From an optimization exercise on the open Yosys and OpenROAD flow, aimed at small area, a short achievable clock period and few clock cycles per item; shortcuts taken in it are not production practice. Where RTL was checked, it was by simulation tests only, not by an equivalence proof against the original. For run 3, only the layout was checked, not whether the RTL still works. Power is estimated from default activity; no workload was simulated.

[design/flow/config.mk]
export PLATFORM = sky130hd
export DESIGN_NAME = alu
export DESIGN_NICKNAME = alu
export VERILOG_FILES = /design/flow/design.v
export SDC_FILE = /design/flow/constraint.sdc
export NUM_CORES = 4
export LEC_CHECK = 0
export ABC_AREA = 1
export CAP_MARGIN = 20
export CORE_MARGIN = 2
export CORE_UTILIZATION = 60
export CTS_BUF_LIST = sky130_fd_sc_hd__clkbuf_8
export SETUP_SLACK_MARGIN = 2.8
export SLEW_MARGIN = 20
export TNS_END_PERCENT = 10
[design/flow/constraint.sdc]
create_clock -name core_clock -period 11.0 [get_ports {CLK}]
set_input_delay 2.2000 -clock core_clock [delete_from_list [all_inputs] [get_ports {CLK}]]
set_output_delay 2.2000 -clock core_clock [all_outputs]
set_load 0.01 [all_outputs]
[design/flow/design.v]
module add32 (input [31:0] p0, input [31:0] g0, input ci, output [31:0] s, output co);
	wire g_0_1 = g0[0] | (p0[0] & ci);
	wire g_0_3 = g0[2] | (p0[2] & g0[1]);
	wire p_0_3 = p0[2] & p0[1];
	wire g_0_5 = g0[4] | (p0[4] & g0[3]);
	wire p_0_5 = p0[4] & p0[3];
	wire g_0_7 = g0[6] | (p0[6] & g0[5]);
	wire p_0_7 = p0[6] & p0[5];
	wire g_0_9 = g0[8] | (p0[8] & g0[7]);
	wire p_0_9 = p0[8] & p0[7];
	wire g_0_11 = g0[10] | (p0[10] & g0[9]);
	wire p_0_11 = p0[10] & p0[9];
	wire g_0_13 = g0[12] | (p0[12] & g0[11]);
	wire p_0_13 = p0[12] & p0[11];
	wire g_0_15 = g0[14] | (p0[14] & g0[13]);
	wire p_0_15 = p0[14] & p0[13];
	wire g_0_17 = g0[16] | (p0[16] & g0[15]);
	wire p_0_17 = p0[16] & p0[15];
	wire g_0_19 = g0[18] | (p0[18] & g0[17]);
	wire p_0_19 = p0[18] & p0[17];
	wire g_0_21 = g0[20] | (p0[20] & g0[19]);
	wire p_0_21 = p0[20] & p0[19];
	wire g_0_23 = g0[22] | (p0[22] & g0[21]);
	wire p_0_23 = p0[22] & p0[21];
	wire g_0_25 = g0[24] | (p0[24] & g0[23]);
	wire p_0_25 = p0[24] & p0[23];
	wire g_0_27 = g0[26] | (p0[26] & g0[25]);
	wire p_0_27 = p0[26] & p0[25];
	wire g_0_29 = g0[28] | (p0[28] & g0[27]);
	wire p_0_29 = p0[28] & p0[27];
	wire g_0_31 = g0[30] | (p0[30] & g0[29]);
	wire p_0_31 = p0[30] & p0[29];
	wire g_1_3 = g_0_3 | (p_0_3 & g_0_1);
	wire g_1_7 = g_0_7 | (p_0_7 & g_0_5);
	wire p_1_7 = p_0_7 & p_0_5;
	wire g_1_11 = g_0_11 | (p_0_11 & g_0_9);
	wire p_1_11 = p_0_11 & p_0_9;
	wire g_1_15 = g_0_15 | (p_0_15 & g_0_13);
	wire p_1_15 = p_0_15 & p_0_13;
	wire g_1_19 = g_0_19 | (p_0_19 & g_0_17);
	wire p_1_19 = p_0_19 & p_0_17;
	wire g_1_23 = g_0_23 | (p_0_23 & g_0_21);
	wire p_1_23 = p_0_23 & p_0_21;
	wire g_1_27 = g_0_27 | (p_0_27 & g_0_25);
	wire p_1_27 = p_0_27 & p_0_25;
	wire g_1_31 = g_0_31 | (p_0_31 & g_0_29);
	wire p_1_31 = p_0_31 & p_0_29;
	wire g_2_7 = g_1_7 | (p_1_7 & g_1_3);
	wire g_2_15 = g_1_15 | (p_1_15 & g_1_11);
	wire p_2_15 = p_1_15 & p_1_11;
	wire g_2_23 = g_1_23 | (p_1_23 & g_1_19);
	wire p_2_23 = p_1_23 & p_1_19;
	wire g_2_31 = g_1_31 | (p_1_31 & g_1_27);
	wire p_2_31 = p_1_31 & p_1_27;
	wire g_3_15 = g_2_15 | (p_2_15 & g_2_7);
	wire g_3_31 = g_2_31 | (p_2_31 & g_2_23);
	wire p_3_31 = p_2_31 & p_2_23;
	wire g_4_31 = g_3_31 | (p_3_31 & g_3_15);
	wire g_5_23 = g_2_23 | (p_2_23 & g_3_15);
	wire g_6_11 = g_1_11 | (p_1_11 & g_2_7);
	wire g_6_19 = g_1_19 | (p_1_19 & g_3_15);
	wire g_6_27 = g_1_27 | (p_1_27 & g_5_23);
	wire g_7_5 = g_0_5 | (p_0_5 & g_1_3);
	wire g_7_9 = g_0_9 | (p_0_9 & g_2_7);
	wire g_7_13 = g_0_13 | (p_0_13 & g_6_11);
	wire g_7_17 = g_0_17 | (p_0_17 & g_3_15);
	wire g_7_21 = g_0_21 | (p_0_21 & g_6_19);
	wire g_7_25 = g_0_25 | (p_0_25 & g_5_23);
	wire g_7_29 = g_0_29 | (p_0_29 & g_6_27);
	wire g_8_2 = g0[1] | (p0[1] & g_0_1);
	wire g_8_4 = g0[3] | (p0[3] & g_1_3);
	wire g_8_6 = g0[5] | (p0[5] & g_7_5);
	wire g_8_8 = g0[7] | (p0[7] & g_2_7);
	wire g_8_10 = g0[9] | (p0[9] & g_7_9);
	wire g_8_12 = g0[11] | (p0[11] & g_6_11);
	wire g_8_14 = g0[13] | (p0[13] & g_7_13);
	wire g_8_16 = g0[15] | (p0[15] & g_3_15);
	wire g_8_18 = g0[17] | (p0[17] & g_7_17);
	wire g_8_20 = g0[19] | (p0[19] & g_6_19);
	wire g_8_22 = g0[21] | (p0[21] & g_7_21);
	wire g_8_24 = g0[23] | (p0[23] & g_5_23);
	wire g_8_26 = g0[25] | (p0[25] & g_7_25);
	wire g_8_28 = g0[27] | (p0[27] & g_6_27);
	wire g_8_30 = g0[29] | (p0[29] & g_7_29);
	wire g_8_32 = g0[31] | (p0[31] & g_4_31);
	assign s[0] = p0[0] ^ ci;
	assign s[1] = p0[1] ^ g_0_1;
	assign s[2] = p0[2] ^ g_8_2;
	assign s[3] = p0[3] ^ g_1_3;
	assign s[4] = p0[4] ^ g_8_4;
	assign s[5] = p0[5] ^ g_7_5;
	assign s[6] = p0[6] ^ g_8_6;
	assign s[7] = p0[7] ^ g_2_7;
	assign s[8] = p0[8] ^ g_8_8;
	assign s[9] = p0[9] ^ g_7_9;
	assign s[10] = p0[10] ^ g_8_10;
	assign s[11] = p0[11] ^ g_6_11;
	assign s[12] = p0[12] ^ g_8_12;
	assign s[13] = p0[13] ^ g_7_13;
	assign s[14] = p0[14] ^ g_8_14;
	assign s[15] = p0[15] ^ g_3_15;
	assign s[16] = p0[16] ^ g_8_16;
	assign s[17] = p0[17] ^ g_7_17;
	assign s[18] = p0[18] ^ g_8_18;
	assign s[19] = p0[19] ^ g_6_19;
	assign s[20] = p0[20] ^ g_8_20;
	assign s[21] = p0[21] ^ g_7_21;
	assign s[22] = p0[22] ^ g_8_22;
	assign s[23] = p0[23] ^ g_5_23;
	assign s[24] = p0[24] ^ g_8_24;
	assign s[25] = p0[25] ^ g_7_25;
	assign s[26] = p0[26] ^ g_8_26;
	assign s[27] = p0[27] ^ g_6_27;
	assign s[28] = p0[28] ^ g_8_28;
	assign s[29] = p0[29] ^ g_7_29;
	assign s[30] = p0[30] ^ g_8_30;
	assign s[31] = p0[31] ^ g_4_31;
	assign co = g_8_32;
endmodule
module div_step (
	input [31:0] r,
	input x,
	input [31:0] b,
	output [31:0] ro
);
	wire [31:0] t = {r[30:0], x};
	wire [31:0] d;
	wire nb;
	stepsub32 sub (.a(t), .b(b), .ci(1'b1), .s(d), .co(nb));
	assign ro = (r[31] | nb) ? d : t;
endmodule
module stepsub32 (input [31:0] a, input [31:0] b, input ci, output [31:0] s, output co);
	wire [31:0] bx = ~b;
	wire [31:0] p0 = a ^ bx;
	wire [31:0] g0 = a & bx;
	wire g_0_1 = g0[0] | (p0[0] & ci);
	wire g_0_3 = g0[2] | (p0[2] & g0[1]);
	wire p_0_3 = p0[2] & p0[1];
	wire g_0_5 = g0[4] | (p0[4] & g0[3]);
	wire p_0_5 = p0[4] & p0[3];
	wire g_0_7 = g0[6] | (p0[6] & g0[5]);
	wire p_0_7 = p0[6] & p0[5];
	wire g_0_9 = g0[8] | (p0[8] & g0[7]);
	wire p_0_9 = p0[8] & p0[7];
	wire g_0_11 = g0[10] | (p0[10] & g0[9]);
	wire p_0_11 = p0[10] & p0[9];
	wire g_0_13 = g0[12] | (p0[12] & g0[11]);
	wire p_0_13 = p0[12] & p0[11];
	wire g_0_15 = g0[14] | (p0[14] & g0[13]);
	wire p_0_15 = p0[14] & p0[13];
	wire g_0_17 = g0[16] | (p0[16] & g0[15]);
	wire p_0_17 = p0[16] & p0[15];
	wire g_0_19 = g0[18] | (p0[18] & g0[17]);
	wire p_0_19 = p0[18] & p0[17];
	wire g_0_21 = g0[20] | (p0[20] & g0[19]);
	wire p_0_21 = p0[20] & p0[19];
	wire g_0_23 = g0[22] | (p0[22] & g0[21]);
	wire p_0_23 = p0[22] & p0[21];
	wire g_0_25 = g0[24] | (p0[24] & g0[23]);
	wire p_0_25 = p0[24] & p0[23];
	wire g_0_27 = g0[26] | (p0[26] & g0[25]);
	wire p_0_27 = p0[26] & p0[25];
	wire g_0_29 = g0[28] | (p0[28] & g0[27]);
	wire p_0_29 = p0[28] & p0[27];
	wire g_0_31 = g0[30] | (p0[30] & g0[29]);
	wire p_0_31 = p0[30] & p0[29];
	wire g_1_3 = g_0_3 | (p_0_3 & g_0_1);
	wire g_1_7 = g_0_7 | (p_0_7 & g_0_5);
	wire p_1_7 = p_0_7 & p_0_5;
	wire g_1_11 = g_0_11 | (p_0_11 & g_0_9);
	wire p_1_11 = p_0_11 & p_0_9;
	wire g_1_15 = g_0_15 | (p_0_15 & g_0_13);
	wire p_1_15 = p_0_15 & p_0_13;
	wire g_1_19 = g_0_19 | (p_0_19 & g_0_17);
	wire p_1_19 = p_0_19 & p_0_17;
	wire g_1_23 = g_0_23 | (p_0_23 & g_0_21);
	wire p_1_23 = p_0_23 & p_0_21;
	wire g_1_27 = g_0_27 | (p_0_27 & g_0_25);
	wire p_1_27 = p_0_27 & p_0_25;
	wire g_1_31 = g_0_31 | (p_0_31 & g_0_29);
	wire p_1_31 = p_0_31 & p_0_29;
	wire g_2_7 = g_1_7 | (p_1_7 & g_1_3);
	wire g_2_15 = g_1_15 | (p_1_15 & g_1_11);
	wire p_2_15 = p_1_15 & p_1_11;
	wire g_2_23 = g_1_23 | (p_1_23 & g_1_19);
	wire p_2_23 = p_1_23 & p_1_19;
	wire g_2_31 = g_1_31 | (p_1_31 & g_1_27);
	wire p_2_31 = p_1_31 & p_1_27;
	wire g_3_15 = g_2_15 | (p_2_15 & g_2_7);
	wire g_3_31 = g_2_31 | (p_2_31 & g_2_23);
	wire p_3_31 = p_2_31 & p_2_23;
	wire g_4_31 = g_3_31 | (p_3_31 & g_3_15);
	wire g_5_23 = g_2_23 | (p_2_23 & g_3_15);
	wire g_6_11 = g_1_11 | (p_1_11 & g_2_7);
	wire g_6_19 = g_1_19 | (p_1_19 & g_3_15);
	wire g_6_27 = g_1_27 | (p_1_27 & g_5_23);
	wire g_7_5 = g_0_5 | (p_0_5 & g_1_3);
	wire g_7_9 = g_0_9 | (p_0_9 & g_2_7);
	wire g_7_13 = g_0_13 | (p_0_13 & g_6_11);
	wire g_7_17 = g_0_17 | (p_0_17 & g_3_15);
	wire g_7_21 = g_0_21 | (p_0_21 & g_6_19);
	wire g_7_25 = g_0_25 | (p_0_25 & g_5_23);
	wire g_7_29 = g_0_29 | (p_0_29 & g_6_27);
	wire g_8_2 = g0[1] | (p0[1] & g_0_1);
	wire g_8_4 = g0[3] | (p0[3] & g_1_3);
	wire g_8_6 = g0[5] | (p0[5] & g_7_5);
	wire g_8_8 = g0[7] | (p0[7] & g_2_7);
	wire g_8_10 = g0[9] | (p0[9] & g_7_9);
	wire g_8_12 = g0[11] | (p0[11] & g_6_11);
	wire g_8_14 = g0[13] | (p0[13] & g_7_13);
	wire g_8_16 = g0[15] | (p0[15] & g_3_15);
	wire g_8_18 = g0[17] | (p0[17] & g_7_17);
	wire g_8_20 = g0[19] | (p0[19] & g_6_19);
	wire g_8_22 = g0[21] | (p0[21] & g_7_21);
	wire g_8_24 = g0[23] | (p0[23] & g_5_23);
	wire g_8_26 = g0[25] | (p0[25] & g_7_25);
	wire g_8_28 = g0[27] | (p0[27] & g_6_27);
	wire g_8_30 = g0[29] | (p0[29] & g_7_29);
	wire g_8_32 = g0[31] | (p0[31] & g_4_31);
	assign s[0] = p0[0] ^ ci;
	assign s[1] = p0[1] ^ g_0_1;
	assign s[2] = p0[2] ^ g_8_2;
	assign s[3] = p0[3] ^ g_1_3;
	assign s[4] = p0[4] ^ g_8_4;
	assign s[5] = p0[5] ^ g_7_5;
	assign s[6] = p0[6] ^ g_8_6;
	assign s[7] = p0[7] ^ g_2_7;
	assign s[8] = p0[8] ^ g_8_8;
	assign s[9] = p0[9] ^ g_7_9;
	assign s[10] = p0[10] ^ g_8_10;
	assign s[11] = p0[11] ^ g_6_11;
	assign s[12] = p0[12] ^ g_8_12;
	assign s[13] = p0[13] ^ g_7_13;
	assign s[14] = p0[14] ^ g_8_14;
	assign s[15] = p0[15] ^ g_3_15;
	assign s[16] = p0[16] ^ g_8_16;
	assign s[17] = p0[17] ^ g_7_17;
	assign s[18] = p0[18] ^ g_8_18;
	assign s[19] = p0[19] ^ g_6_19;
	assign s[20] = p0[20] ^ g_8_20;
	assign s[21] = p0[21] ^ g_7_21;
	assign s[22] = p0[22] ^ g_8_22;
	assign s[23] = p0[23] ^ g_5_23;
	assign s[24] = p0[24] ^ g_8_24;
	assign s[25] = p0[25] ^ g_7_25;
	assign s[26] = p0[26] ^ g_8_26;
	assign s[27] = p0[27] ^ g_6_27;
	assign s[28] = p0[28] ^ g_8_28;
	assign s[29] = p0[29] ^ g_7_29;
	assign s[30] = p0[30] ^ g_8_30;
	assign s[31] = p0[31] ^ g_4_31;
	assign co = g_8_32;
endmodule
module mod #(parameter K = 2) (
	output [31:0] res,
	output reg done,
	input [31:0] ain,
	input [31:0] bin,
	input lt,
	input [31:0] diff,
	input start,
	input CLK,
	input reset
);
	localparam NG = (32 + K - 1) / K;	 
	localparam W  = NG * K;
	wire [W-1:0] a = {{(W-32){1'b0}}, ain};
	reg [31:0] p;		 
	reg [3:0] cnt;		 
	reg busy;
	reg [K-1:0] grp;	 
	reg [31:0] b_r;
	assign res = p;
	reg [4:0] ia, ib;
	integer i;
	always @(*) begin
		ia = 5'd0;
		ib = 5'd0;
		for (i = 0; i < 32; i = i + 1) begin
			if (ain[i]) ia = i;
			if (bin[i]) ib = i;
		end
	end
	wire bz = ~|bin;
	wire [4:0] s = ia - ib;
	wire [3:0] span = s / K;
	wire s0 = (s == 5'd0);
	wire fin = bz | lt | s0;
	reg [W-1:0] sh;
	always @(*) begin
		sh = a >> K;
		for (i = 0; i < 4; i = i + 1)
			if (span[i]) sh = sh >> (K << i);
	end
	wire [3:0] nidx = start ? span : cnt - 4'd1;
	reg [K-1:0] grp_n;
	always @(*) begin
		grp_n = {K{1'b0}};
		for (i = 0; i < NG; i = i + 1)
			if (nidx == i) grp_n = a[i*K +: K];
	end
	wire [32*K+31:0] q;
	assign q[31:0] = p;
	genvar j;
	generate
		for (j = 0; j < K; j = j + 1) begin : step
			div_step st (
				.r(q[32*j +: 32]),
				.x(grp[K-1-j]),
				.b(b_r),
				.ro(q[32*(j+1) +: 32])
			);
		end
	endgenerate
	always @(posedge CLK) begin
		if (reset) begin
			busy <= 1'b0;
			done <= 1'b0;
		end else if (start) begin
			busy <= ~fin;
			done <= fin;
		end else if (busy) begin
			busy <= |cnt;
			done <= ~|cnt;
		end
		b_r <= bin;
		grp <= grp_n;
		if (start) begin
			p <= (bz | lt) ? ain : s0 ? diff : sh[31:0];
			cnt <= span;
		end else if (busy) begin
			p <= q[32*K +: 32];
			cnt <= cnt - 4'd1;
		end
	end
endmodule
module alu (
	output reg [31:0] result,
	output cout,
	output done,
	input [31:0] ain,
	input [31:0] bin,
	input [2:0] alu_op,
	input
		cin,
		start,
		CLK,
		reset
);
	wire [31:0] sum, diff, rem;
	wire nb;
	wire lt = ~nb;
	wire [31:0] p = ain ^ bin;
	wire [31:0] g = ain & bin;
	add32 add1 (.p0(p), .g0(g), .ci(cin), .s(sum), .co(cout));
	add32 sub1 (.p0(~p), .g0(ain & p), .ci(1'b1), .s(diff), .co(nb));
	mod mod1 (
		.res(rem),
		.done(done),
		.ain(ain),
		.bin(bin),
		.lt(lt),
		.diff(diff),
		.start(start),
		.CLK(CLK),
		.reset(reset)
	);
	always @(*)
		case (alu_op)
			3'd0: result = g;
			3'd1: result = g | p;
			3'd2: result = p;
			3'd3: result = ~(g | p);
			3'd4: result = {31'b0, lt};
			3'd5: result = sum;
			3'd6: result = diff;
			default: result = rem;
		endcase
endmodule
[design/flow/flow/run.sh]
#!/bin/bash
export BUFFER_PORTS_ARGS="-buffer_cell sky130_fd_sc_hd__buf_1"
bash standard.sh > standard.log 2>&1
[design/flow/standard.sh]
#!/bin/bash
# synth_recipe.tcl (not shown) runs the flow's synth.tcl, then flattens the netlist and writes it again
# the make line also repeats each setting of config.mk as NAME=value (left out here)
make -C /OpenROAD-flow-scripts/flow DESIGN_CONFIG=/design/flow/config.mk WORK_HOME=/design/flow/orfs CLKGATE_MAP_FILE= SYNTH_SCRIPT=/design/flow/synth_recipe.tcl "${@:-finish}"
==> results.toml, run 1 <==
[flow_run]
maxCapViolations = 0

[global_route]
wire_length_of_the_first_global_routing_pass_um = 72600
grt_pass1_vias = 12983
grt_max_degree = 60
grt_util_all_layers_pct = 43.2
overflow = 0
antenna_found_initial = 1

[routing]
wirelength_um = 48000
routedWlPerCell_um = 21.7
detail_route.vias_per_cell = 6.45
routed-via-count = 14222
drtAntennaViolNets = 0
drcViolationCount = 0
detail_route.iter0.violations = 2011
drt_first_pass_iters = 8

[die]
fp.dieH_um = 147
core_um2 = 20200
dieWidth_um = 147
floorplan.rows = 52
area_enclosed_by_the_die_boundary_um2 = 21700
top_level_port_count = 105
initial_utilization_pct = 61.0

[layout]
antenna_cells_inserted = 0
fin_util_pct = 67.0
area_delta_synth_final_pct = 9.94
fill_cells = 1900
postLayoutCellArea_um2 = 13600
finalNetCount = 2199
commonest_non_fill_non_tap_cell_in_the_layout = "nand2_1"
final_layout_size_suffix_gt1_share_pct = 7.85
layout.cells.most_common_list = "nand2_1, inv_1, o21ai_0"

[synthesis]
postSynth.asyncResetShare_pct = 0
synth.area.top_cells = "ha_1, nand2_1, edfxtp_1, fa_1, inv_1"
netlist.top_cell.by_area = "ha_1"
synth_area_um2 = 12300
post_synth_inst_count = 1850
syn_avg_cell_area_um2 = 6.67
synth-edff-count = 36
synth.top_cell.area_share_pct = 14.9
synth_seq_cells = 72
synth-seq-area-share_pct = 14.6
synth_cell_types = 57
synth-main-ff-cell = "edfxtp_1"
synthesis.nets = 2118
yosysWarningCount = 2

[clock_tree]
max-clock-path-buffers = 2
htree_num_levels = 3
cts_tree = "built"
clock_sink_count = 72
tritoncts.num_buffers = 9
worstSkewPairLatency_ns = 0.38
clkTransAtPathRegs_ns = 0.09
cts-hold-fix-buffers = 0
root_buffer = "clkbuf_8"

[timing]
timing.clock.skew_ns = 0.0203
setup-violations-final = 0
hold_viol = 0
worst_slew_margin_rel_pct = 26.5
grt_setup_unrepaired = "true"
fmax_ghz = 0.125
fin_setup_tns_ns = 0
transition_time_of_the_tightest_slew_check_pin_ns = 1.10
period_share_pct = 72.9
fin_worst_hold_slack_ns = 0.597
final_max_slew_viol_count = 0
timing.final.crit_period_ns = 8.01

[worst_setup_path]
slowest_delay_ns = 0.52
crit_type = "in -> out"
timing.critical_path.arrival_ns = 5.81
max_stage_delay_cell_worst_path = "ha_1"
critical_path.n_buffers_inverters = 4
critical-path-top-delay-family = "compound AO/OA/AOI/OAI gates"
path_cells = "buf_1 -> inv_1 -> ha_1 -> inv_1 -> nor4_2 -> nand2_1 -> o21ai_4 -> nand3_2 -> o21ai_4 -> nand3_1 -> nand2_1 -> fa_2 -> xnor2_1 -> o221ai_1 -> a2111oi_2 -> a22oi_1 -> clkbuf_2"
timing.critical_path.from_type = "input pin"
worst_ep_required_time_ns = 8.80
largest_driver_fanout_on_the_critical_path = 8
crit_path_end_kind = "output pin"

[run_status]
outcome = "no timing/DRC/antenna violations"

[pwr]
switching_pwr_w = 0.00185
power.share.combinational_pct = 79.0
power.internal_w = 0.00154
seq_power_share_pct = 14.5
power_total_w = 0.00340
leak_pwr_nw = 6.33
power_density_nw_per_um2 = 250
irDropWorstVdd_mv = 0.140
p_clk_share_pct = 6.6
sw_frac_of_total_pct = 54.5

[place]
placedInstanceArea_um2 = 12900
detailed_place_hpwl_um = 36300
place_congestion = 1.06
io_buffer_count = 104

[worst_hold_path]
holdCritPathClass = "reg -> reg"
sequential cells by signal, summed over array words and instances, names as in the netlist:
register,count
mod1.p,32
mod1.done,1
mod1.grp,2
mod1.busy,1
mod1.cnt,4
mod1.b_r,32
worst reg2reg max path, delay by kind of cell, from the launching register on:
family,cells,cell delay [ns]
compound gates,9,1.55
flops,1,0.41
buf+inv,6,0.90
simple gates,29,2.93
fa+ha+maj,4,1.56
metal layers:
metal  GRT usage, %  up-vias  wire length, um
met1           62.5     6615            19500
met3           12.0      123             7250
met4           11.8        2             1440
met5              0        -               11
li1               -     6460                -
met2           63.4     1022            19700
metrics by stage:
stage / worst slack [ns] / instances
6_report: 2.99 / 2206
5_1_grt: 2.71 / 2206
4_1_cts: 2.79 / 2190
3_5_place_dp: 2.17 / 2169
3_3_place_gp: 2.26 / 2169
2_1_floorplan: 3.53 / 1850
Yosys cell counts, types with 26 or more instances:
cell / instances
nand2_1: 425
inv_1: 237
o21ai_0: 153
ha_1: 147
nor2_1: 128
a21oi_1: 120
nand3_1: 104
clkbuf_1: 56
fa_1: 50
dfxtp_1: 36
edfxtp_1: 36
o211ai_1: 36
o22ai_1: 31
xnor2_1: 31
xor2_1: 28
o21ai_1: 26
power groups by stage:
stage	sequential (W)	clock [W]	combinational [W]
final	0.000492	0.000223	0.00268
after global routing	0.000499	0.000233	0.00299
after CTS	0.000486	0.000222	0.00243
after detailed placement	0.000492	0	0.00232
after global placement	0.000488	0	0.00225
after floorplan	0.000458	0	0.00176
logic make-up after synthesis:
group,Yosys count,share of synthesized area [%]
flops,72,14.6
fa+ha+maj,197,23.0
buf+inv,315,9.87
mux,5,0.406
xor+xnor,59,4.19
simple gates,732,25.0
compound gates,470,23.0
worst paths after layout:
| path | start | endpoint | slack, ns | depth (start not counted) |
|---|---|---|---|---|
| min reg2reg | mod1.done | mod1.done | 0.60 | 3 |
| max reg2reg | mod1.b_r[1] | mod1.p[16] | 3.35 | 48 |
| max | ain[18] | result[30] | 2.99 | 17 |
| min | mod1.done | mod1.done | 0.60 | 3 |
what timing repair did:
item                                    CTS  global route
cloned                                    1             3
endpoints found under the setup margin   34            41
setup buffers                             4            13
endpoints found under the hold margin     0             0
pin swaps                                 1            12
gates resized for setup                  20            62
area by class of cell:
cell class,instances,area (um2),share of cell area [%]
well taps,270,338,2.49
clock buffers,9,124,0.913
flip-flops and latches,72,1800,13.3
repair buffers,140,738,5.44
clock inverters,7,66.3,0.489
inverters,243,932,6.87
repair inverters,2,12.5,0.0922
multi-input cells,1463,9550,70.4
Testbench counts, summed over its fixed seeds: cycles 3,717, items 1,200.
==> run 2, diff against run 1 <==
--- a/design/flow/config.mk
+++ b/design/flow/config.mk
@@ -10,3 +10,3 @@
 export CORE_MARGIN = 2
-export CORE_UTILIZATION = 60
+export CORE_UTILIZATION = 70
 export CTS_BUF_LIST = sky130_fd_sc_hd__clkbuf_8
==> run 2 against run 1 <==
Still clean on timing, DRC and antenna. Non-clock buffer count stayed put. Worst setup slack worse by 0.24 ns. Global-route usage is 6.9 points higher. Clock skew is 0.0077 ns higher. Maximum frequency is 3.0% lower. Critical path depth stayed put. Synthesized cell count stayed put. Clock power is 33% higher. Combinational power is 5% higher.
==> results.toml, run 2 <==
[run_status]
outcome = "no timing/DRC/antenna violations"

[worst_setup_path]
timing.critical_path.from_type = "input pin"
crit_path_end_kind = "output pin"
critical_path.n_buffers_inverters = 4
max_stage_delay_cell_worst_path = "ha_1"
crit_type = "in -> out"
worst_ep_required_time_ns = 8.80
path_cells = "buf_1 -> clkinv_1 -> ha_1 -> inv_1 -> nor4_1 -> nand2_1 -> o21ai_4 -> nand3_2 -> o21ai_4 -> nand3_1 -> nand2_1 -> fa_1 -> xnor2_1 -> o221ai_1 -> a2111oi_2 -> a22oi_1 -> buf_1"
slowest_delay_ns = 0.55
timing.critical_path.arrival_ns = 6.06
critical-path-top-delay-family = "buffers and inverters"
largest_driver_fanout_on_the_critical_path = 9

[die]
fp.dieH_um = 137
dieWidth_um = 137
top_level_port_count = 105
initial_utilization_pct = 71.6
floorplan.rows = 48
core_um2 = 17200
area_enclosed_by_the_die_boundary_um2 = 18700

[place]
place_congestion = 1.07
detailed_place_hpwl_um = 35900
io_buffer_count = 104
dpl_worst_slack_ns = 2.35
placedInstanceArea_um2 = 12900

[timing]
timing.final.crit_period_ns = 8.26
grt_setup_unrepaired = "true"
timing.clock.skew_ns = 0.0281
final_max_slew_viol_count = 0
setup-violations-final = 0
transition_time_of_the_tightest_slew_check_pin_ns = 1.19
hold_viol = 0
setup_slack_ns = 2.74
fmax_ghz = 0.121
worst_slew_margin_rel_pct = 20.6
fin_setup_tns_ns = 0
period_share_pct = 75.1
fin_worst_hold_slack_ns = 0.658

[synthesis]
synth_most_common_cell = "nand2_1"
post_synth_inst_count = 1850
synth.area.top_cells = "ha_1, nand2_1, edfxtp_1, fa_1, inv_1"
synth_cell_types = 57
syn_avg_cell_area_um2 = 6.67
netlist.top_cell.by_area = "ha_1"
synth_seq_cells = 72
synth-edff-count = 36
synth-main-ff-cell = "edfxtp_1"
yosys-top-cells-count = "nand2_1, inv_1, o21ai_0"
synth-seq-area-share_pct = 14.6
synth_area_um2 = 12300
postSynth.asyncResetShare_pct = 0
synthesis.nets = 2118
yosysWarningCount = 2
synth.top_cell.area_share_pct = 14.9

[pwr]
irDropWorstVdd_mv = 0.285
power_total_w = 0.00361
power_density_nw_per_um2 = 267
leak_pwr_nw = 6.34

[clock_tree]
clock_sink_count = 72
worstSkewPairLatency_ns = 0.41
max-clock-path-buffers = 2
clkTransAtPathRegs_ns = 0.10
tritoncts.num_buffers = 9
root_buffer = "clkbuf_8"
cts_tree = "built"
htree_num_levels = 3
cts-hold-fix-buffers = 0

[routing]
detail_route.iter0.violations = 2424
drt_first_pass_iters = 7
routed-via-count = 14648
drcViolationCount = 0
drtAntennaViolNets = 0
routedWlPerCell_um = 22.7
wirelength_um = 49000
detail_route.vias_per_cell = 6.78

[global_route]
grt_util_all_layers_pct = 50.1
grt_pass1_vias = 13139
wire_length_of_the_first_global_routing_pass_um = 71500
grt_max_degree = 60
overflow = 0
antenna_found_initial = 2

[flow_run]
maxCapViolations = 0

[layout]
reg.largest.list = "mod1.b_r (32), mod1.p (32), mod1.cnt (4)"
area_delta_synth_final_pct = 9.57
layout.cells.most_common_list = "nand2_1, inv_1, o21ai_0"
commonest_non_fill_non_tap_cell_in_the_layout = "nand2_1"
postLayoutCellArea_um2 = 13500
final_layout_size_suffix_gt1_share_pct = 7.29
finalNetCount = 2198

[worst_hold_path]
holdCritPathClass = "reg -> reg"
run 2: worst reg2reg max path, delay by kind of cell, from the launching register on:
family / cells / cell delay (ns)
AND/OR/NAND/NOR: 27 / 2.98
AO/OA/AOI/OAI: 7 / 1.85
adder cells (fa/ha/maj): 4 / 1.59
buffers and inverters: 6 / 1.11
flip-flops: 1 / 0.39
run 2: layout make-up:
type                    instances  area, um2
multi-input cells            1463       9510
clock inverters                 7        126
repair inverters                1       7.51
diodes                          1       2.50
repair buffers                140        732
inverters                     243        930
well taps                     225        282
clock buffers                   9        124
flip-flops and latches         72       1800
fillers                      1305       3720
run 2: logic make-up after synthesis:
group | synth area share (%)
multiplexers | 0.406
buffers and inverters | 9.87
flip-flops | 14.6
AND/OR/NAND/NOR | 25.0
AO/OA/AOI/OAI | 23.0
adder cells (fa/ha/maj) | 23.0
XOR/XNOR | 4.19
run 2: metal layers:
metal  share of wire, %  track usage, %  wire length [um]  vias to the layer above
li1                   -               -                 -                     6449
met1                 36            67.0             17500                     6566
met2                 40            71.8             19800                     1321
met3                 18            19.9              8990                      312
met4                5.6            20.8              2730                        0
met5                  0               0                 0                        -
run 2: what timing repair did:
action | CTS | global route
cloned | 1 | 2
pin swaps | 0 | 12
setup endpoints to repair | 32 | 45
setup buffers | 4 | 12
gates resized for setup | 15 | 59
run 2: through the flow:
step	util, %	std cells
global route	78.4	2160
global placement	74.6	2125
finish	78.4	2161
CTS	76.6	2146
floorplan	-	1850
detailed placement	74.6	2125
run 2: where the power goes:
part / internal [W] / switching (W) / total, W
clock network: 0.000154 / 0.000143 / 0.000297
logic: 0.00103 / 0.00179 / 0.00282
registers: 0.000410 / 0.0000807 / 0.000491
run 2: worst paths after layout:
path                                   end  slack, ns   startpoint  depth (start not counted)
worst max-delay path            result[30]       2.74      ain[17]                         17
worst min-delay path             mod1.done       0.66    mod1.done                          3
worst max register to register  mod1.p[15]       3.01  mod1.b_r[2]                         44
worst min register to register   mod1.done       0.66    mod1.done                          3
==> run 3, diff against run 2 <==
--- a/design/flow/design.v
+++ b/design/flow/design.v
@@ -290,3 +290,3 @@
 	always @(*) begin
-		sh = a >> K;
+		sh = a;
 		for (i = 0; i < 4; i = i + 1)
@@ -294,8 +294,11 @@
 	end
-	wire [3:0] nidx = start ? span : cnt - 4'd1;
+	wire [3:0] nidx = cnt - 4'd1;
 	reg [K-1:0] grp_n;
 	always @(*) begin
-		grp_n = {K{1'b0}};
-		for (i = 0; i < NG; i = i + 1)
-			if (nidx == i) grp_n = a[i*K +: K];
+		grp_n = sh[K-1:0];
+		if (!start) begin
+			grp_n = {K{1'b0}};
+			for (i = 0; i < NG; i = i + 1)
+				if (nidx == i) grp_n = a[i*K +: K];
+		end
 	end
@@ -328,3 +331,3 @@
 		if (start) begin
-			p <= (bz | lt) ? ain : s0 ? diff : sh[31:0];
+			p <= (bz | lt) ? ain : s0 ? diff : sh[W-1:K];
 			cnt <= span;
--- a/design/flow/config.mk
+++ b/design/flow/config.mk
@@ -10,3 +10,3 @@
 export CORE_MARGIN = 2
-export CORE_UTILIZATION = 70
+export CORE_UTILIZATION = 60
 export CTS_BUF_LIST = sky130_fd_sc_hd__clkbuf_8
==> run 3 against run 2 <==
Critical path depth grew 10. Core utilization down 11 points. Hold slack worse by 0.18 ns. Critical path type unchanged.
==> results.toml, run 3 <==
[worst_setup_path]
timing.critical_path.arrival_ns = 5.84
worst_ep_required_time_ns = 8.80
critical_path.n_buffers_inverters = 4
critical_path.reg2reg.endpoint = "mod1.p[28]"
slowest_delay_ns = 0.39
cp_common_cell = "nand2_1"
largest_driver_fanout_on_the_critical_path = 6
crit_type = "in -> out"
worst-r2r-setup-slack_ns = 3.39
reg2regPathDepth = 42
critical-path-top-delay-family = "compound AO/OA/AOI/OAI gates"
timing.critical_path.from_type = "input pin"
max_stage_delay_cell_worst_path = "fa_1"
crit_path_end_kind = "output pin"
reg2reg_from = "mod1.p[3]"

[routing]
wirelength_um = 49100
detail_route.iter0.violations = 1683
routedWlPerCell_um = 21.5
drtAntennaViolNets = 0
drt_first_pass_iters = 7
detail_route.vias_per_cell = 6.31
routed-via-count = 14374
drcViolationCount = 0

[synthesis]
yosysWarningCount = 2
postSynth.asyncResetShare_pct = 0
post_synth_inst_count = 1927
synthesis.nets = 2198
synth-main-ff-cell = "edfxtp_1"
synth.area.top_cells = "ha_1, nand2_1, o21ai_0, edfxtp_1, fa_1"
synth-seq-area-share_pct = 14.3
synth_most_common_cell = "nand2_1"
synth_seq_cells = 72
yosys-top-cells-count = "nand2_1, inv_1, o21ai_0"
synth_area_um2 = 12600
netlist.top_cell.by_area = "ha_1"
synth.top_cell.area_share_pct = 14.9
syn_avg_cell_area_um2 = 6.52
synth-edff-count = 36
synth_cell_types = 58

[global_route]
wire_length_of_the_first_global_routing_pass_um = 73100
antenna_found_initial = 1
overflow = 0
grt_util_all_layers_pct = 43.1
grt_pass1_vias = 13087
grt_max_degree = 62

[clock_tree]
root_buffer = "clkbuf_8"
clock_sink_count = 72
cts-hold-fix-buffers = 0
worstSkewPairLatency_ns = 0.39
htree_num_levels = 3
clkTransAtPathRegs_ns = 0.10
tritoncts.num_buffers = 9
max-clock-path-buffers = 2
cts_tree = "built"

[timing]
worst_slew_margin_rel_pct = 29.9
fin_worst_hold_slack_ns = 0.477
hold_viol = 0
grt_setup_unrepaired = "true"
setup_slack_ns = 2.96
fin_setup_tns_ns = 0
transition_time_of_the_tightest_slew_check_pin_ns = 1.05
timing.clock.skew_ns = 0.0356
final_max_slew_viol_count = 0
period_share_pct = 73.1
setup-violations-final = 0
fmax_ghz = 0.124
timing.final.crit_period_ns = 8.04

[pwr]
irDropWorstVdd_mv = 0.218
power.internal_w = 0.00148
sw_frac_of_total_pct = 55.6
p_clk_share_pct = 7.1
seq_power_share_pct = 14.7
switching_pwr_w = 0.00186
power.share.combinational_pct = 78.2
leak_pwr_nw = 6.46
power_density_nw_per_um2 = 244

[layout]
layout.cells.most_common_list = "nand2_1, inv_1, o21ai_0"
finalNetCount = 2275
area.sequential_um2 = 1800
area_delta_synth_final_pct = 9.15
reg.largest.list = "mod1.b_r (32), mod1.p (32), mod1.cnt (4)"
antenna_cells_inserted = 0
multi_input_comb_area_um2 = 9680
post_layout_nonfiller_instances = 2279
final_layout_size_suffix_gt1_share_pct = 6.92
commonest_non_fill_non_tap_cell_in_the_layout = "nand2_1"
fill_cells = 1921

[die]
fp.dieH_um = 149
top_level_port_count = 105
dieWidth_um = 149
area_enclosed_by_the_die_boundary_um2 = 22100
initial_utilization_pct = 61.7
core_um2 = 20400
floorplan.rows = 52

[place]
detailed_place_hpwl_um = 37000
dpl_worst_slack_ns = 1.51
io_buffer_count = 104
placed_cells = 2242
place_congestion = 1.06

[worst_hold_path]
worst_min_delay_path_endpoint = "mod1.done"
worstHoldStart = "mod1.done"
min_path_cells = 2
holdCritPathClass = "reg -> reg"

[run_status]
outcome = "no timing/DRC/antenna violations"

[flow_run]
maxCapViolations = 0
## run 3: tightest hold or removal path, cell delays in order, from the launching register on
cell	delay (ns)
dfxtp_1	0.33
nand2_1	0.06
a21oi_1	0.06
## run 3: metrics by stage
step / util, % / instance area (um2) / power, W
2_1_floorplan: - / 12600 / 0.00224
3_3_place_gp: 64.3 / 13100 / 0.00277
3_5_place_dp: 64.3 / 13100 / 0.00284
4_1_cts: 65.7 / 13400 / 0.00317
5_1_grt: 67.3 / 13700 / 0.00364
6_report: 67.3 / 13700 / 0.00334
## run 3: area by class of cell
class	count	area share, %
multi-input combinational	1524	70.6
sequential	72	13.1
inverter	259	7.23
timing repair buffer	134	4.90
tap	270	2.46
clock buffer	10	1.00
clock inverter	6	0.502
timing repair inverter	4	0.164
## run 3: power by group through the flow
stage               Sequential [W]  Combinational, W  Clock [W]
global route              0.000495           0.00290   0.000246
floorplan                 0.000459           0.00178          0
finish                    0.000490           0.00262   0.000238
global placement          0.000486           0.00229          0
detailed placement        0.000490           0.00235          0
CTS                       0.000484           0.00245   0.000234
## run 3: metal layers
metal	track usage, %	up-vias	part of all wire (%)	routed length (um)
met4	13.3	2	3.7	1810
met3	16.3	156	17	8170
met5	0	-	0.020	10
li1	-	6625	-	-
met1	59.5	6587	39	19300
met2	62.5	1004	40	19800
## run 3: worst max path at each step
stage	start	to	slack, ns	cells after the start
2_1_floorplan	ain[2]	result[29]	3.38	25
3_3_place_gp	mod1.p[1]	mod1.p[18]	1.90	38
3_5_place_dp	mod1.p[1]	mod1.p[10]	1.51	38
4_1_cts	bin[5]	result[30]	2.39	27
5_1_grt	bin[4]	result[29]	2.72	27
6_report	ain[4]	result[30]	2.96	27
## run 3: kinds of logic after synthesis
| family | count (synthesis) | share of synthesized area, % |
|---|---|---|
| and+or+nand+nor | 749 | 24.4 |
| AOI/OAI and AO/OA | 507 | 23.4 |
| buffers and inverters | 332 | 10.2 |
| adders and majority gates | 200 | 22.9 |
| DFF | 72 | 14.3 |
| xor gates and xnor gates | 61 | 4.25 |
| muxes | 6 | 0.478 |
## run 3: what timing repair did
item	CTS	global route
resized for setup	9	86
setup buffers	4	11
pin swaps	2	11
cloned	2	3
endpoints found under the setup margin	38	49
==> run 4, diff against run 3 <==
--- a/design/flow/design.v
+++ b/design/flow/design.v
@@ -32,88 +32,134 @@
 	wire p_0_31 = p0[30] & p0[29];
+	wire g_1_2 = g0[1] | (p0[1] & g_0_1);
 	wire g_1_3 = g_0_3 | (p_0_3 & g_0_1);
+	wire g_1_6 = g0[5] | (p0[5] & g_0_5);
+	wire p_1_6 = p0[5] & p_0_5;
 	wire g_1_7 = g_0_7 | (p_0_7 & g_0_5);
 	wire p_1_7 = p_0_7 & p_0_5;
+	wire g_1_10 = g0[9] | (p0[9] & g_0_9);
+	wire p_1_10 = p0[9] & p_0_9;
 	wire g_1_11 = g_0_11 | (p_0_11 & g_0_9);
 	wire p_1_11 = p_0_11 & p_0_9;
+	wire g_1_14 = g0[13] | (p0[13] & g_0_13);
+	wire p_1_14 = p0[13] & p_0_13;
 	wire g_1_15 = g_0_15 | (p_0_15 & g_0_13);
 	wire p_1_15 = p_0_15 & p_0_13;
+	wire g_1_18 = g0[17] | (p0[17] & g_0_17);
+	wire p_1_18 = p0[17] & p_0_17;
 	wire g_1_19 = g_0_19 | (p_0_19 & g_0_17);
 	wire p_1_19 = p_0_19 & p_0_17;
+	wire g_1_22 = g0[21] | (p0[21] & g_0_21);
+	wire p_1_22 = p0[21] & p_0_21;
 	wire g_1_23 = g_0_23 | (p_0_23 & g_0_21);
 	wire p_1_23 = p_0_23 & p_0_21;
+	wire g_1_26 = g0[25] | (p0[25] & g_0_25);
+	wire p_1_26 = p0[25] & p_0_25;
 	wire g_1_27 = g_0_27 | (p_0_27 & g_0_25);
 	wire p_1_27 = p_0_27 & p_0_25;
+	wire g_1_30 = g0[29] | (p0[29] & g_0_29);
+	wire p_1_30 = p0[29] & p_0_29;
 	wire g_1_31 = g_0_31 | (p_0_31 & g_0_29);
 	wire p_1_31 = p_0_31 & p_0_29;
+	wire g_2_4 = g0[3] | (p0[3] & g_1_3);
+	wire g_2_5 = g_0_5 | (p_0_5 & g_1_3);
+	wire g_2_6 = g_1_6 | (p_1_6 & g_1_3);
 	wire g_2_7 = g_1_7 | (p_1_7 & g_1_3);
+	wire g_2_12 = g0[11] | (p0[11] & g_1_11);
+	wire p_2_12 = p0[11] & p_1_11;
+	wire g_2_13 = g_0_13 | (p_0_13 & g_1_11);
+	wire p_2_13 = p_0_13 & p_1_11;
+	wire g_2_14 = g_1_14 | (p_1_14 & g_1_11);
+	wire p_2_14 = p_1_14 & p_1_11;
 	wire g_2_15 = g_1_15 | (p_1_15 & g_1_11);
 	wire p_2_15 = p_1_15 & p_1_11;
+	wire g_2_20 = g0[19] | (p0[19] & g_1_19);
+	wire p_2_20 = p0[19] & p_1_19;
+	wire g_2_21 = g_0_21 | (p_0_21 & g_1_19);
+	wire p_2_21 = p_0_21 & p_1_19;
+	wire g_2_22 = g_1_22 | (p_1_22 & g_1_19);
+	wire p_2_22 = p_1_22 & p_1_19;
 	wire g_2_23 = g_1_23 | (p_1_23 & g_1_19);
 	wire p_2_23 = p_1_23 & p_1_19;
+	wire g_2_28 = g0[27] | (p0[27] & g_1_27);
+	wire p_2_28 = p0[27] & p_1_27;
+	wire g_2_29 = g_0_29 | (p_0_29 & g_1_27);
+	wire p_2_29 = p_0_29 & p_1_27;
+	wire g_2_30 = g_1_30 | (p_1_30 & g_1_27);
+	wire p_2_30 = p_1_30 & p_1_27;
 	wire g_2_31 = g_1_31 | (p_1_31 & g_1_27);
 	wire p_2_31 = p_1_31 & p_1_27;
+	wire g_3_8 = g0[7] | (p0[7] & g_2_7);
+	wire g_3_9 = g_0_9 | (p_0_9 & g_2_7);
+	wire g_3_10 = g_1_10 | (p_1_10 & g_2_7);
+	wire g_3_11 = g_1_11 | (p_1_11 & g_2_7);
+	wire g_3_12 = g_2_12 | (p_2_12 & g_2_7);
+	wire g_3_13 = g_2_13 | (p_2_13 & g_2_7);
+	wire g_3_14 = g_2_14 | (p_2_14 & g_2_7);
 	wire g_3_15 = g_2_15 | (p_2_15 & g_2_7);
+	wire g_3_24 = g0[23] | (p0[23] & g_2_23);
+	wire p_3_24 = p0[23] & p_2_23;
+	wire g_3_25 = g_0_25 | (p_0_25 & g_2_23);
+	wire p_3_25 = p_0_25 & p_2_23;
+	wire g_3_26 = g_1_26 | (p_1_26 & g_2_23);
+	wire p_3_26 = p_1_26 & p_2_23;
+	wire g_3_27 = g_1_27 | (p_1_27 & g_2_23);
+	wire p_3_27 = p_1_27 & p_2_23;
+	wire g_3_28 = g_2_28 | (p_2_28 & g_2_23);
+	wire p_3_28 = p_2_28 & p_2_23;
+	wire g_3_29 = g_2_29 | (p_2_29 & g_2_23);
+	wire p_3_29 = p_2_29 & p_2_23;
+	wire g_3_30 = g_2_30 | (p_2_30 & g_2_23);
+	wire p_3_30 = p_2_30 & p_2_23;
 	wire g_3_31 = g_2_31 | (p_2_31 & g_2_23);
 	wire p_3_31 = p_2_31 & p_2_23;
+	wire g_4_16 = g0[15] | (p0[15] & g_3_15);
+	wire g_4_17 = g_0_17 | (p_0_17 & g_3_15);
+	wire g_4_18 = g_1_18 | (p_1_18 & g_3_15);
+	wire g_4_19 = g_1_19 | (p_1_19 & g_3_15);
+	wire g_4_20 = g_2_20 | (p_2_20 & g_3_15);
+	wire g_4_21 = g_2_21 | (p_2_21 & g_3_15);
+	wire g_4_22 = g_2_22 | (p_2_22 & g_3_15);
+	wire g_4_23 = g_2_23 | (p_2_23 & g_3_15);
+	wire g_4_24 = g_3_24 | (p_3_24 & g_3_15);
+	wire g_4_25 = g_3_25 | (p_3_25 & g_3_15);
+	wire g_4_26 = g_3_26 | (p_3_26 & g_3_15);
+	wire g_4_27 = g_3_27 | (p_3_27 & g_3_15);
+	wire g_4_28 = g_3_28 | (p_3_28 & g_3_15);
+	wire g_4_29 = g_3_29 | (p_3_29 & g_3_15);
+	wire g_4_30 = g_3_30 | (p_3_30 & g_3_15);
 	wire g_4_31 = g_3_31 | (p_3_31 & g_3_15);
-	wire g_5_23 = g_2_23 | (p_2_23 & g_3_15);
-	wire g_6_11 = g_1_11 | (p_1_11 & g_2_7);
-	wire g_6_19 = g_1_19 | (p_1_19 & g_3_15);
-	wire g_6_27 = g_1_27 | (p_1_27 & g_5_23);
-	wire g_7_5 = g_0_5 | (p_0_5 & g_1_3);
-	wire g_7_9 = g_0_9 | (p_0_9 & g_2_7);
-	wire g_7_13 = g_0_13 | (p_0_13 & g_6_11);
-	wire g_7_17 = g_0_17 | (p_0_17 & g_3_15);
-	wire g_7_21 = g_0_21 | (p_0_21 & g_6_19);
-	wire g_7_25 = g_0_25 | (p_0_25 & g_5_23);
-	wire g_7_29 = g_0_29 | (p_0_29 & g_6_27);
-	wire g_8_2 = g0[1] | (p0[1] & g_0_1);
-	wire g_8_4 = g0[3] | (p0[3] & g_1_3);
-	wire g_8_6 = g0[5] | (p0[5] & g_7_5);
-	wire g_8_8 = g0[7] | (p0[7] & g_2_7);
-	wire g_8_10 = g0[9] | (p0[9] & g_7_9);
-	wire g_8_12 = g0[11] | (p0[11] & g_6_11);
-	wire g_8_14 = g0[13] | (p0[13] & g_7_13);
-	wire g_8_16 = g0[15] | (p0[15] & g_3_15);
-	wire g_8_18 = g0[17] | (p0[17] & g_7_17);
-	wire g_8_20 = g0[19] | (p0[19] & g_6_19);
-	wire g_8_22 = g0[21] | (p0[21] & g_7_21);
-	wire g_8_24 = g0[23] | (p0[23] & g_5_23);
-	wire g_8_26 = g0[25] | (p0[25] & g_7_25);
-	wire g_8_28 = g0[27] | (p0[27] & g_6_27);
-	wire g_8_30 = g0[29] | (p0[29] & g_7_29);
-	wire g_8_32 = g0[31] | (p0[31] & g_4_31);
+	wire g_5_32 = g0[31] | (p0[31] & g_4_31);
 	assign s[0] = p0[0] ^ ci;
 	assign s[1] = p0[1] ^ g_0_1;
-	assign s[2] = p0[2] ^ g_8_2;
+	assign s[2] = p0[2] ^ g_1_2;
 	assign s[3] = p0[3] ^ g_1_3;
-	assign s[4] = p0[4] ^ g_8_4;
-	assign s[5] = p0[5] ^ g_7_5;
-	assign s[6] = p0[6] ^ g_8_6;
+	assign s[4] = p0[4] ^ g_2_4;
+	assign s[5] = p0[5] ^ g_2_5;
+	assign s[6] = p0[6] ^ g_2_6;
 	assign s[7] = p0[7] ^ g_2_7;
-	assign s[8] = p0[8] ^ g_8_8;
-	assign s[9] = p0[9] ^ g_7_9;
-	assign s[10] = p0[10] ^ g_8_10;
-	assign s[11] = p0[11] ^ g_6_11;
-	assign s[12] = p0[12] ^ g_8_12;
-	assign s[13] = p0[13] ^ g_7_13;
-	assign s[14] = p0[14] ^ g_8_14;
+	assign s[8] = p0[8] ^ g_3_8;
+	assign s[9] = p0[9] ^ g_3_9;
+	assign s[10] = p0[10] ^ g_3_10;
+	assign s[11] = p0[11] ^ g_3_11;
+	assign s[12] = p0[12] ^ g_3_12;
+	assign s[13] = p0[13] ^ g_3_13;
+	assign s[14] = p0[14] ^ g_3_14;
 	assign s[15] = p0[15] ^ g_3_15;
-	assign s[16] = p0[16] ^ g_8_16;
-	assign s[17] = p0[17] ^ g_7_17;
-	assign s[18] = p0[18] ^ g_8_18;
-	assign s[19] = p0[19] ^ g_6_19;
-	assign s[20] = p0[20] ^ g_8_20;
-	assign s[21] = p0[21] ^ g_7_21;
-	assign s[22] = p0[22] ^ g_8_22;
-	assign s[23] = p0[23] ^ g_5_23;
-	assign s[24] = p0[24] ^ g_8_24;
-	assign s[25] = p0[25] ^ g_7_25;
-	assign s[26] = p0[26] ^ g_8_26;
-	assign s[27] = p0[27] ^ g_6_27;
-	assign s[28] = p0[28] ^ g_8_28;
-	assign s[29] = p0[29] ^ g_7_29;
-	assign s[30] = p0[30] ^ g_8_30;
+	assign s[16] = p0[16] ^ g_4_16;
+	assign s[17] = p0[17] ^ g_4_17;
+	assign s[18] = p0[18] ^ g_4_18;
+	assign s[19] = p0[19] ^ g_4_19;
+	assign s[20] = p0[20] ^ g_4_20;
+	assign s[21] = p0[21] ^ g_4_21;
+	assign s[22] = p0[22] ^ g_4_22;
+	assign s[23] = p0[23] ^ g_4_23;
+	assign s[24] = p0[24] ^ g_4_24;
+	assign s[25] = p0[25] ^ g_4_25;
+	assign s[26] = p0[26] ^ g_4_26;
+	assign s[27] = p0[27] ^ g_4_27;
+	assign s[28] = p0[28] ^ g_4_28;
+	assign s[29] = p0[29] ^ g_4_29;
+	assign s[30] = p0[30] ^ g_4_30;
 	assign s[31] = p0[31] ^ g_4_31;
-	assign co = g_8_32;
+	assign co = g_5_32;
 endmodule
@@ -290,3 +336,3 @@
 	always @(*) begin
-		sh = a;
+		sh = a >> K;
 		for (i = 0; i < 4; i = i + 1)
@@ -294,11 +340,8 @@
 	end
-	wire [3:0] nidx = cnt - 4'd1;
+	wire [3:0] nidx = start ? span : cnt - 4'd1;
 	reg [K-1:0] grp_n;
 	always @(*) begin
-		grp_n = sh[K-1:0];
-		if (!start) begin
-			grp_n = {K{1'b0}};
-			for (i = 0; i < NG; i = i + 1)
-				if (nidx == i) grp_n = a[i*K +: K];
-		end
+		grp_n = {K{1'b0}};
+		for (i = 0; i < NG; i = i + 1)
+			if (nidx == i) grp_n = a[i*K +: K];
 	end
@@ -331,3 +374,3 @@
 		if (start) begin
-			p <= (bz | lt) ? ain : s0 ? diff : sh[W-1:K];
+			p <= (bz | lt) ? ain : s0 ? diff : sh[31:0];
 			cnt <= span;
--- a/design/flow/config.mk
+++ b/design/flow/config.mk
@@ -12,3 +12,3 @@
 export CTS_BUF_LIST = sky130_fd_sc_hd__clkbuf_8
-export SETUP_SLACK_MARGIN = 2.8
+export SETUP_SLACK_MARGIN = 3.0
 export SLEW_MARGIN = 20
==> run 4 against run 3 <==
Still clean. Register-to-register slack better by 0.19 ns. Combinational power about the same. Non-clock buffer count down 8. Clock-buffer cell count down 1. First-iteration DRC count up 12%. Sequential share of layout area up 0.12 points. Sequential power up 2%. Die area up 0.76%. Critical path depth down 7. Critical path type unchanged.
==> results.toml, run 4 <==
[clock_tree]
root_buffer = "clkbuf_8"
clock_sink_count = 72
tritoncts.num_buffers = 9
max-clock-path-buffers = 2
clkTransAtPathRegs_ns = 0.11
cts_tree = "built"
htree_num_levels = 3
worstSkewPairLatency_ns = 0.40

[worst_setup_path]
timing.critical_path.from_type = "input pin"
largest_driver_fanout_on_the_critical_path = 5
reg2reg_from = "mod1.p[3]"
timing.critical_path.arrival_ns = 5.72
slowest_delay_ns = 0.43
critical_path.reg2reg.endpoint = "mod1.p[8]"
path_cells = "clkbuf_2 -> inv_1 -> ha_1 -> nand2_1 -> nand2_1 -> a31oi_2 -> o21ai_1 -> nand2_1 -> a21oi_2 -> nor2_2 -> o31ai_4 -> buf_12 -> nand3_1 -> nand2_1 -> nand2_1 -> nand2_1 -> fa_1 -> a221oi_1 -> a32oi_1 -> buf_1"
worst_ep_required_time_ns = 8.80
crit_type = "in -> out"
cp_common_cell = "nand2_1"
worst-r2r-setup-slack_ns = 3.58
max_stage_delay_cell_worst_path = "fa_1"
crit_path_end_kind = "output pin"
reg2regPathDepth = 40

[pwr]
power_density_nw_per_um2 = 246
seq_power_share_pct = 15.0
sw_frac_of_total_pct = 56.7
power.share.combinational_pct = 78.1
leak_pwr_nw = 6.52
switching_pwr_w = 0.00189
p_clk_share_pct = 6.9
irDropWorstVdd_mv = 0.242
power.internal_w = 0.00145

[timing]
final_max_slew_viol_count = 0
setup_slack_ns = 3.08
worst_slew_margin_rel_pct = 25.8
fin_worst_hold_slack_ns = 0.557
fmax_ghz = 0.126
timing.final.crit_period_ns = 7.92
hold_viol = 0
fin_setup_tns_ns = 0
grt_setup_unrepaired = "true"
transition_time_of_the_tightest_slew_check_pin_ns = 1.11
period_share_pct = 72.0
setup-violations-final = 0
timing.clock.skew_ns = 0.0269

[layout]
multi_input_comb_area_um2 = 9610
fill_cells = 1973
layout.cells.most_common_list = "nand2_1, inv_1, o21ai_0"
area.sequential_um2 = 1800
commonest_non_fill_non_tap_cell_in_the_layout = "nand2_1"
area_delta_synth_final_pct = 7.31
post_layout_nonfiller_instances = 2326
finalNetCount = 2302
reg.largest.list = "mod1.b_r (32), mod1.p (32), mod1.cnt (4)"
final_layout_size_suffix_gt1_share_pct = 5.17

[routing]
wirelength_um = 51500
detail_route.iter0.violations = 1886
drtAntennaViolNets = 0
routed-via-count = 14844
routedWlPerCell_um = 22.1
drt_first_pass_iters = 6
detail_route.vias_per_cell = 6.38
drcViolationCount = 0

[synthesis]
netlist.top_cell.by_area = "nand2_1"
synth-main-ff-cell = "edfxtp_1"
synth_seq_cells = 72
post_synth_inst_count = 1980
synth_most_common_cell = "nand2_1"
postSynth.asyncResetShare_pct = 0
yosysWarningCount = 2
synth.top_cell.area_share_pct = 14.9
synth.area.top_cells = "nand2_1, ha_1, edfxtp_1, inv_1, o21ai_0"
synth_area_um2 = 12700
yosys-top-cells-count = "nand2_1, inv_1, o21ai_0"
synthesis.nets = 2237
synth-edff-count = 36
synth_cell_types = 56
synth-seq-area-share_pct = 14.2
syn_avg_cell_area_um2 = 6.40

[die]
dieWidth_um = 149
floorplan.rows = 53
area_enclosed_by_the_die_boundary_um2 = 22300
initial_utilization_pct = 60.6
top_level_port_count = 105
core_um2 = 20900
fp.dieH_um = 149

[global_route]
grt_max_degree = 61
antenna_found_initial = 1
overflow = 0
wire_length_of_the_first_global_routing_pass_um = 76600
grt_pass1_vias = 13550
grt_util_all_layers_pct = 45.3

[worst_hold_path]
worstHoldStart = "mod1.done"
holdCritPathClass = "reg -> reg"
worst_min_delay_path_endpoint = "mod1.done"
min_path_cells = 2

[place]
io_buffer_count = 104
detailed_place_hpwl_um = 39200
placed_cells = 2304
place_congestion = 1.02
dpl_worst_slack_ns = 1.67

[flow_run]
maxCapViolations = 0

[run_status]
outcome = "no timing/DRC/antenna violations"
[run 4: cell count changes in the layout (fill, tap and decap cells not counted), moves of 6 or more]
| cell | change |
|---|---|
| inv_1 | +18 |
| buf_1 | +12 |
| xnor2_1 | -8 |
| clkinv_1 | +6 |
| nand4_1 | +31 |
| nand2_1 | +17 |
| nand3_1 | +51 |
| buf_4 | -9 |
| o21ai_0 | -40 |
| inv_2 | -6 |
| a31oi_1 | -8 |
| fa_1 | -10 |
[run 4: worst max-delay path: cells and delay by family]
family                     cells  cell delay, ns
adders and majority gates      2            0.84
AOI/OAI and AO/OA              6            1.13
buffers and inverters          4            0.63
and+or+nand+nor                8            0.90
[run 4: per-stage QoR]
stage | cell area (um2) | utilization (%) | total power [W]
detailed placement | 13200 | 63.3 | 0.00291
global placement | 13200 | 63.3 | 0.00283
global route | 13600 | 65.0 | 0.00364
floorplan | 12700 | - | 0.00227
CTS | 13500 | 64.5 | 0.00317
finish | 13600 | 65.1 | 0.00334
[run 4: cells by family after synthesis]
logic type	synth area share (%)
buf+inv	10.8
flops	14.2
fa+ha+maj	20.7
compound gates	22.0
simple gates	27.9
mux	0.711
xor+xnor	3.73
[run 4: layout make-up]
class	instances	share of cell area [%]
diodes	1	0.0184
clock buffers	9	0.912
clock inverters	7	0.442
inverters	276	7.76
multi-input cells	1559	70.7
flip-flops and latches	72	13.3
well taps	275	2.53
repair buffers	126	4.34
repair inverters	1	0.0368
[run 4: how the worst max path moves through the flow]
stage / startpoint / end / depth (start not counted)
6_report: ain[2] / result[31] / 20
5_1_grt: ain[2] / result[13] / 25
4_1_cts: ain[17] / result[31] / 15
3_5_place_dp: mod1.p[1] / mod1.p[20] / 41
3_3_place_gp: mod1.p[1] / mod1.p[24] / 41
2_1_floorplan: mod1.p[1] / mod1.p[24] / 43
[run 4: per-layer routing]
| layer | share of wire [%] | track usage, % |
|---|---|---|
| met1 | 41 | 63.8 |
| met2 | 41 | 66.3 |
| met3 | 15 | 13.6 |
| met4 | 3.9 | 14.4 |
| met5 | 0 | 0 |
[run 4: what timing repair did]
| item | 4_1_cts | 5_1_grt |
|---|---|---|
| setup buffers | 3 | 0 |
| hold buffers | 0 | 0 |
| pin swaps | 1 | 2 |
| gates cloned | 0 | 2 |
| endpoints found under the setup margin | 36 | 54 |
| gates resized for setup | 8 | 33 |
[run 4: power by group through the flow]
stage | Clock (W) | Sequential [W] | Combinational [W]
after floorplan | 0 | 0.000461 | 0.00181
after global placement | 0 | 0.000497 | 0.00234
after detailed placement | 0 | 0.000501 | 0.00241
after CTS | 0.000225 | 0.000495 | 0.00245
after global routing | 0.000233 | 0.000505 | 0.00291
final | 0.000231 | 0.000501 | 0.00261
Testbench counts of run 4, summed over its fixed seeds: cycles 3,717, items 1,200.
==> run 5, diff against run 4 <==
--- a/design/flow/config.mk
+++ b/design/flow/config.mk
@@ -12,3 +12,3 @@
 export CTS_BUF_LIST = sky130_fd_sc_hd__clkbuf_8
-export SETUP_SLACK_MARGIN = 3.0
+export SETUP_SLACK_MARGIN = 3.6
 export SLEW_MARGIN = 20
==> run 5 against run 4 <==
Still clean. First-iteration DRC count rose by 3.4%. Largest cell class unchanged. Design area up 6.6%. Routed wire length grew 4.3%. Area after synthesis unchanged. Sequential power grew 1%. Global-route usage grew 1.1 points. Maximum frequency up 5.9%. Combinational power increased by 8.0%. Register-to-register slack improved by 0.37 ns. Critical path depth unchanged. Critical endpoint is now result[16]. Die area unchanged.
==> results.toml, run 5 <==
[place]
place_congestion = 1.02
detailed_place_hpwl_um = 39200
io_buffer_count = 104

[worst_setup_path]
critical_path.n_buffers_inverters = 6
slowest_delay_ns = 0.38
crit_type = "in -> out"
worst_ep_required_time_ns = 8.80
path_cells = "buf_2 -> inv_2 -> ha_4 -> nand2_1 -> nand2_2 -> a31oi_4 -> o21ai_2 -> nand2_2 -> a21oi_4 -> nor2_4 -> o31ai_4 -> buf_12 -> buf_4 -> inv_1 -> fa_1 -> xor2_1 -> o21ai_1 -> a21oi_2 -> nand3_1 -> buf_2"
crit_path_end_kind = "output pin"
largest_driver_fanout_on_the_critical_path = 5
timing.critical_path.from_type = "input pin"
critical-path-top-delay-family = "compound AO/OA/AOI/OAI gates"
timing.critical_path.arrival_ns = 5.28
max_stage_delay_cell_worst_path = "fa_1"
worst-r2r-setup-slack_ns = 3.95

[timing]
transition_time_of_the_tightest_slew_check_pin_ns = 1.14
fmax_ghz = 0.134
setup-violations-final = 0
timing.final.crit_period_ns = 7.48
fin_setup_tns_ns = 0
worst_slew_margin_rel_pct = 24.0
period_share_pct = 68.0
hold_viol = 0
timing.clock.skew_ns = 0.0258
final_max_slew_viol_count = 0
grt_setup_unrepaired = "true"

[clock_tree]
max-clock-path-buffers = 2
clkTransAtPathRegs_ns = 0.11
tritoncts.num_buffers = 9
htree_num_levels = 3
cts-hold-fix-buffers = 0
root_buffer = "clkbuf_8"
worstSkewPairLatency_ns = 0.40
clock_sink_count = 72
cts_tree = "built"

[routing]
drcViolationCount = 0
detail_route.iter0.violations = 1951
routed-via-count = 15406
drtAntennaViolNets = 0
detail_route.vias_per_cell = 6.51
wirelength_um = 53700
drt_first_pass_iters = 6
routedWlPerCell_um = 22.7

[pwr]
seq_power_share_pct = 14.2
sw_frac_of_total_pct = 56.3
irDropWorstVdd_mv = 0.190
leak_pwr_nw = 6.84
p_clk_share_pct = 6.5
switching_pwr_w = 0.00200
power.share.combinational_pct = 79.3
power_density_nw_per_um2 = 245
power.internal_w = 0.00155

[synthesis]
main_combinational_cell_family_by_area_after_synthesis = "simple AND/OR/NAND/NOR gates"
postSynth.asyncResetShare_pct = 0
synth_seq_cells = 72
synth_area_um2 = 12700
synth-main-ff-cell = "edfxtp_1"
yosys-top-cells-count = "nand2_1, inv_1, o21ai_0"
synthesis.nets = 2237
synth_cell_types = 56
post_synth_inst_count = 1980
synth.area.top_cells = "nand2_1, ha_1, edfxtp_1, inv_1, o21ai_0"
synth.top_cell.area_share_pct = 14.9
netlist.top_cell.by_area = "nand2_1"
synthMuxAreaShare_pct = 0.711
synth-simple-area-share_pct = 27.9
yosys.area_share.adder_pct = 20.7
synth_most_common_cell = "nand2_1"
synthXorXnorAreaFrac_pct = 3.73
synth-seq-area-share_pct = 14.2
yosysWarningCount = 2
syn_avg_cell_area_um2 = 6.40
synth-compound-area-share_pct = 22.0
synth-edff-count = 36

[global_route]
wire_length_of_the_first_global_routing_pass_um = 78200
grt_util_all_layers_pct = 46.4
overflow = 0
grt_max_degree = 61
grt_pass1_vias = 13821
antenna_found_initial = 1

[die]
fp.dieH_um = 149
area_enclosed_by_the_die_boundary_um2 = 22300
initial_utilization_pct = 60.6
dieWidth_um = 149
top_level_port_count = 105
core_um2 = 20900
floorplan.rows = 53

[layout]
fin_util_pct = 69.4
final_layout_size_suffix_gt1_share_pct = 13.1
reg.largest.list = "mod1.b_r (32), mod1.p (32), mod1.cnt (4)"
area_delta_synth_final_pct = 14.4
finalNetCount = 2341
fill_cells = 1852
commonest_non_fill_non_tap_cell_in_the_layout = "nand2_1"
multi_input_comb_area_um2 = 10100
layout.cells.most_common_list = "nand2_1, inv_1, o21ai_0"
area.sequential_um2 = 1800

[flow_run]
maxCapViolations = 0

[run_status]
outcome = "no timing/DRC/antenna violations"

[worst_hold_path]
holdCritPathClass = "reg -> reg"
run 5: cell counts after synthesis:
Identical to the previous run, type by type.
run 5: worst paths after layout:
| check | start | end | cells after the start |
|---|---|---|---|
| max | bin[2] | result[16] | 20 |
| min | mod1.done | mod1.done | 2 |
| max reg2reg | mod1.p[3] | mod1.p[14] | 40 |
| min reg2reg | mod1.done | mod1.done | 2 |
run 5: final cells by class:
type,count,area share (%)
antenna,2,0.0345
clock buffer,9,0.855
clock inverter,7,0.414
inverter,276,7.58
multi-input combinational,1560,69.6
sequential,72,12.4
tap,275,2.37
timing repair buffer,163,6.66
timing repair inverter,2,0.0863
run 5: logic make-up (layout without fill, tap and decap cells):
logic type	Yosys count	in the layout
AND/OR/NAND/NOR	841	843
AO/OA/AOI/OAI	468	468
buffers and inverters	350	457
adder cells (fa/ha/maj)	186	186
flip-flops	72	72
XOR/XNOR	54	54
multiplexers	9	9
other	0	2
run 5: per-layer routing:
layer	vias up	track usage (%)	routed length [um]
met4	0	16.6	2410
li1	6915	-	-
met5	-	0	0
met2	1204	67.9	22200
met3	183	13.1	8460
met1	7104	65.0	20700
run 5: timing repair:
| item | in CTS | in global routing |
|---|---|---|
| setup buffers | 9 | 30 |
| resized for setup | 72 | 162 |
| cloned | 4 | 1 |
| endpoints found under the setup margin | 63 | 59 |
| pin swaps | 6 | 23 |
run 5: tightest hold or removal path: cells and delay by family, from the launching register on:
family          cells  cell delay, ns
flops               1            0.34
simple gates        1            0.05
compound gates      1            0.14
run 5: metrics by stage:
step / setup slack, ns / hold slack [ns] / power, W / instances / area [um2]
6_report: 3.52 / 0.561 / 0.00355 / 2366 / 14500
5_1_grt: 3.45 / 0.594 / 0.00385 / 2364 / 14500
4_1_cts: 3.52 / 0.556 / 0.00327 / 2333 / 13700
3_5_place_dp: 1.67 / 0.541 / 0.00291 / 2304 / 13200
3_3_place_gp: 2.01 / 0.542 / 0.00283 / 2304 / 13200
2_1_floorplan: 3.81 / 0.535 / 0.00227 / 1980 / 12700
run 5: power groups by stage:
stage	Sequential [W]	Clock, W	Combinational [W]
after floorplan	0.000461	0	0.00181
after global placement	0.000497	0	0.00234
after detailed placement	0.000501	0	0.00241
after CTS	0.000495	0.000225	0.00255
after global routing	0.000508	0.000233	0.00311
final	0.000506	0.000231	0.00282

-- afterwards: timing with drivers on the ports --
The results above use ideal ports. As a check the final layouts listed here were re-extracted and re-timed, cells and wires unchanged.
Step 1 (the two cells are an assumption about what drives the block):
set clk [get_ports {CLK}]
set_driving_cell -lib_cell sky130_fd_sc_hd__clkbuf_16 $clk
set_driving_cell -lib_cell sky130_fd_sc_hd__buf_2 [delete_from_list [all_inputs] $clk]
Step 2, shift: input delay + t, output delay - t, t = (earliest + latest rising clock arrival at the registers) / 2. This alone moves slack from input paths to output paths.
Three values: ideal ports, drivers, drivers and shift; two values: the first two.
run	t (ns)	setup slack, ns	worst slew at a driven data input, ns
run 1	0.414	2.986 / 2.964 / 2.898	0.03
run 2	0.439	2.741 / 2.719 / 2.645	0.03
run 3	0.420	2.959 / 2.931 / 2.806	0.05
run 4	0.442	3.078 / 3.053 / 2.941	0.05
run 5	0.440	3.522 / 3.495 / 3.495	0.05
After both steps every run listed still meets setup and hold. The setup slack of run 3, which loses most, moves by -0.028 ns with the drivers and by -0.153 ns with both steps.
